This design comes from an exercise in tuning for small area and a short achievable clock period on the open sky130 flow, not from production work.
Only simulation tests tie the RTL to the original design; equivalence was not proved.
Power is estimated from default activity; no workload was simulated.

== job 808 ==
## alu_top
module alu_top (
    input             clk,
    input      [7:0]  a,
    input      [7:0]  b,
    input      [3:0]  sel,
    output reg [15:0] out
);
Size in the first run: roughly 630 cells after synthesis, about 36 flip-flops, about 37 I/O pins, about 4300 µm² of cells after synthesis.
export LEC_CHECK = 0
export ABC_AREA = 1
export CAP_MARGIN = 20
export CORE_MARGIN = 2
export CORE_UTILIZATION = 50
export SLEW_MARGIN = 20
create_clock -name core_clock -period 32.0 [get_ports {clk}]
standard.sh (not shown) runs the stock make flow with config.mk's settings and CLKGATE_MAP_FILE= SYNTH_SCRIPT=/design/flow/synth_recipe.tcl, a recipe that flattens the netlist after the stock synthesis.
==> flow/flow/run.sh <==
#!/bin/bash
# Layout flow: the standard ORFS layout (standard.sh) with these changes:
#  - synthesis is synth_recipe.tcl, except that
#    * the adder and multiplier modules (flow/fa_modules.txt) are kept as
#      separate modules until the end of synthesis (SYNTH_HIERARCHICAL=1,
#      then synth_recipe.tcl flattens as usual), and Yosys's full/half-adder
#      extraction (extract_fa) is applied to those modules only;
#    * Yosys's synth runs with -noabc, so the adder extraction sees the logic
#      as written;
#    * ABC maps the multiplier module with flow/synth_mul.abc (area-oriented)
#      and everything else with flow/synth.abc (delay-oriented);
#  - the resizer keeps a larger setup slack margin (flow/margin.txt), so it
#    sizes the critical paths instead of stopping at the 32 ns constraint;
#  - the smallest buffer (buf_1) on each port;
#  - any further ORFS make variables listed in flow/make_vars.txt.
# Each tool's output goes to a log file in this folder.
set -euo pipefail
W=$(pwd)
MARGIN=$(cat flow/margin.txt)
FAMODS=$(cat flow/fa_modules.txt)
MULMODS=$(cat flow/mul_modules.txt)
{
  echo "proc abc {args} {"
  echo "  set i [lsearch \$args -script]"
  echo "  if {\$i < 0} { yosys abc {*}\$args; return }"
  echo "  set a1 \$args; lset a1 [expr {\$i + 1}] $W/flow/synth.abc"
  echo "  set a2 \$args; lset a2 [expr {\$i + 1}] $W/flow/synth_mul.abc"
  echo "  yosys abc {*}\$a2 $MULMODS"
  echo "  yosys abc {*}\$a1"
  echo "}"
  echo "proc extract_fa {args} { yosys extract_fa {*}\$args $FAMODS }"
  cat synth_recipe.tcl
} > my_synth.tcl
EXTRA=()
if [ -f flow/make_vars.txt ]; then mapfile -t EXTRA < flow/make_vars.txt; fi
bash standard.sh SYNTH_SCRIPT=$W/my_synth.tcl SETUP_SLACK_MARGIN=$MARGIN \
  SYNTH_ARGS=-noabc SYNTH_HIERARCHICAL=1 SYNTH_INSBUF=0 \
  "BUFFER_PORTS_ARGS=-buffer_cell sky130_fd_sc_hd__buf_1" "${EXTRA[@]}" finish > orfs_make.log 2>&1
cp orfs/logs/*/alu_top/base/*.log . 2>/dev/null || true
==> flow/flow/fa_modules.txt <==
alu_addsub alu_mul
==> flow/flow/make_vars.txt <==
SKIP_GATE_CLONING=1
==> flow/flow/margin.txt <==
24.25
==> flow/flow/mul_modules.txt <==
alu_addsub alu_mul
==> flow/flow/synth.abc <==
strash
 dc2
 dch -f
 map -B 0.9
 topo
 stime -c
==> flow/flow/synth_mul.abc <==
strash
 dch
 map -a
 topo
 stime -c
 buffer -c
 upsize -c
 dnsize -c
Job 808 completed; timing, DRC and antenna clean
diff inputs: job 808 => job 8991
Settings: changing CORE_UTILIZATION from 50 to 65.
--- a/flow/flow/run.sh
+++ b/flow/flow/run.sh
@@ -13,4 +13,3 @@
 #    sizes the critical paths instead of stopping at the 32 ns constraint;
-#  - the smallest buffer (buf_1) on each port;
-#  - any further ORFS make variables listed in flow/make_vars.txt.
+#  - the smallest buffer (buf_1) on each port.
 # Each tool's output goes to a log file in this folder.
@@ -33,7 +32,5 @@
 } > my_synth.tcl
-EXTRA=()
-if [ -f flow/make_vars.txt ]; then mapfile -t EXTRA < flow/make_vars.txt; fi
 bash standard.sh SYNTH_SCRIPT=$W/my_synth.tcl SETUP_SLACK_MARGIN=$MARGIN \
   SYNTH_ARGS=-noabc SYNTH_HIERARCHICAL=1 SYNTH_INSBUF=0 \
-  "BUFFER_PORTS_ARGS=-buffer_cell sky130_fd_sc_hd__buf_1" "${EXTRA[@]}" finish > orfs_make.log 2>&1
+  "BUFFER_PORTS_ARGS=-buffer_cell sky130_fd_sc_hd__buf_1" finish > orfs_make.log 2>&1
 cp orfs/logs/*/alu_top/base/*.log . 2>/dev/null || true
==> flow/flow/synth.abc <==
strash
 dc2
 dch
 map -B 0.9
 topo
 stime -c
removed: flow/flow/make_vars.txt
### Flow results
- Comparing job 8991 and job 808, the lower clock distribution power was measured on job 808.
- Worst slew margin relative to its limit deteriorates in job 8991 relative to job 808.
- NOTE floorplan die width job 808->job 8991 decreased by more than 10%
- Re maximum number of buffers from clock root to sink: no difference whatsoever between job 808 and job 8991.
- Job 808 → job 8991: layout sequential cell count comparable, final design area excluding fillers now larger, final cell count without fillers now smaller, power consumption now larger.
- Of job 8991 and job 808, the higher routed length on met3 belongs to job 8991.
- The higher global-route wire length before repair came out of job 808.
- Area growth from synthesis to layout for job 8991: 0.36 points up relative to job 808
Input changes introduced in job 1946 (baseline for comparison: job 8991):
Settings: setting CTS_BUF_LIST to sky130_fd_sc_hd__clkbuf_4 for the first time; changing CORE_UTILIZATION from 65 to 50.
Findings:
Worst setup path endpoint = out[10]: job 1946; worst setup path endpoint = out[2]: job 8991. Going from job 8991 to job 1946, critical path data arrival time climbed 0.05 ns; power decreased 0.020 mW; via count has decreased.
### job 1946 -> job 1832
Settings: CTS_BUF_LIST no longer set, was sky130_fd_sc_hd__clkbuf_4.
==> flow/flow/run.sh <==
#!/bin/bash
# Layout flow: the standard ORFS layout (standard.sh) with these changes:
#  - synthesis is synth_recipe.tcl, except that ABC runs flow/synth.abc and
#    Yosys's full/half-adder extraction (extract_fa) is applied only to the
#    adder and multiplier modules (flow/fa_modules.txt), which are kept as
#    separate modules until the end of synthesis (SYNTH_HIERARCHICAL=1) and
#    then flattened by synth_recipe.tcl as usual;
#  - the resizer keeps a larger setup slack margin (flow/margin.txt), so it
#    sizes the critical paths instead of stopping at the 32 ns constraint;
#  - Yosys's synth runs with -noabc, so the adder extraction sees the logic as
#    written and the one ABC run (flow/synth.abc) maps everything;
#  - the smallest buffer (buf_1) on each port.
# Each tool's output goes to a log file in this folder.
set -euo pipefail
W=$(pwd)
MARGIN=$(cat flow/margin.txt)
FAMODS=$(cat flow/fa_modules.txt)
{
  echo "proc abc {args} {"
  echo "  set i [lsearch \$args -script]"
  echo "  if {\$i >= 0} { lset args [expr {\$i + 1}] $W/flow/synth.abc }"
  echo "  yosys abc {*}\$args"
  echo "}"
  echo "proc extract_fa {args} { yosys extract_fa {*}\$args $FAMODS }"
  cat synth_recipe.tcl
} > my_synth.tcl
EXTRA=(SYNTH_ARGS=-noabc)
[ -n "$FAMODS" ] && EXTRA+=(SYNTH_HIERARCHICAL=1 SYNTH_INSBUF=0)
[ -z "$FAMODS" ] && EXTRA+=(ADDER_MAP_FILE=)
bash standard.sh SYNTH_SCRIPT=$W/my_synth.tcl SETUP_SLACK_MARGIN=$MARGIN "${EXTRA[@]}" \
  "BUFFER_PORTS_ARGS=-buffer_cell sky130_fd_sc_hd__buf_1" finish > orfs_make.log 2>&1
cp orfs/logs/*/alu_top/base/*.log . 2>/dev/null || true
==> flow/flow/margin.txt <==
24
==> flow/flow/synth.abc <==
strash
 dch
 map -B 0.9
 topo
 stime -c
removed: flow/flow/mul_modules.txt
removed: flow/flow/synth_mul.abc
Findings:
From job 1946 to job 1832 the numbers moved as follows: number of DRC markers in iteration 0 decreased by about 30% relative to the old numbers, area fraction of clock buffers and clock inverters higher, total of plain and repair buffers excluding clock buffers fell 4, share of the final layout cell area in sequential cells lost 1.6 points, final critical-path required period -0.028 ns.
Job 1946 → job 1832: die extent in y picked up an extra about 5.6%; power picked up an extra about 6.5%; worst hold slack picked up an extra 0.092 ns.
For the layout-stage area growth over the synthesis result, job 1832 came in 2.3 points lower than job 1946 did.
Job 1832 ended up with more standard cells than job 1946.

-- afterwards: timing with drivers on the ports --
How much do the figures lean on ideal ports? The routed layouts below were timed once more, with nothing changed but the port constraints.
Step 1, drivers: a clkbuf_16 drives clk and a buf_2 each remaining input, both assumed.
Step 2 also shifts input and output timing later by t, the mid clock arrival at the registers, as if the neighbouring blocks saw the same clock.
a / b / c = ideal ports / drivers / drivers and shift; a / b = the first two.
| run | shift t [ns] | setup slack, ns | clock arrival spread, ns |
|---|---|---|---|
| job 808 | 0.327 | 24.831 / 24.797 / 24.920 | 0.011 / 0.011 |
| job 8991 | 0.325 | 24.821 / 24.789 / 24.897 | 0.009 / 0.009 |
| job 1946 | 0.381 | 24.766 / 24.733 / 24.861 | 0.006 / 0.006 |
| job 1832 | 0.324 | 24.794 / 24.764 / 25.060 | 0.016 / 0.016 |
After both steps every run listed still meets setup and hold.
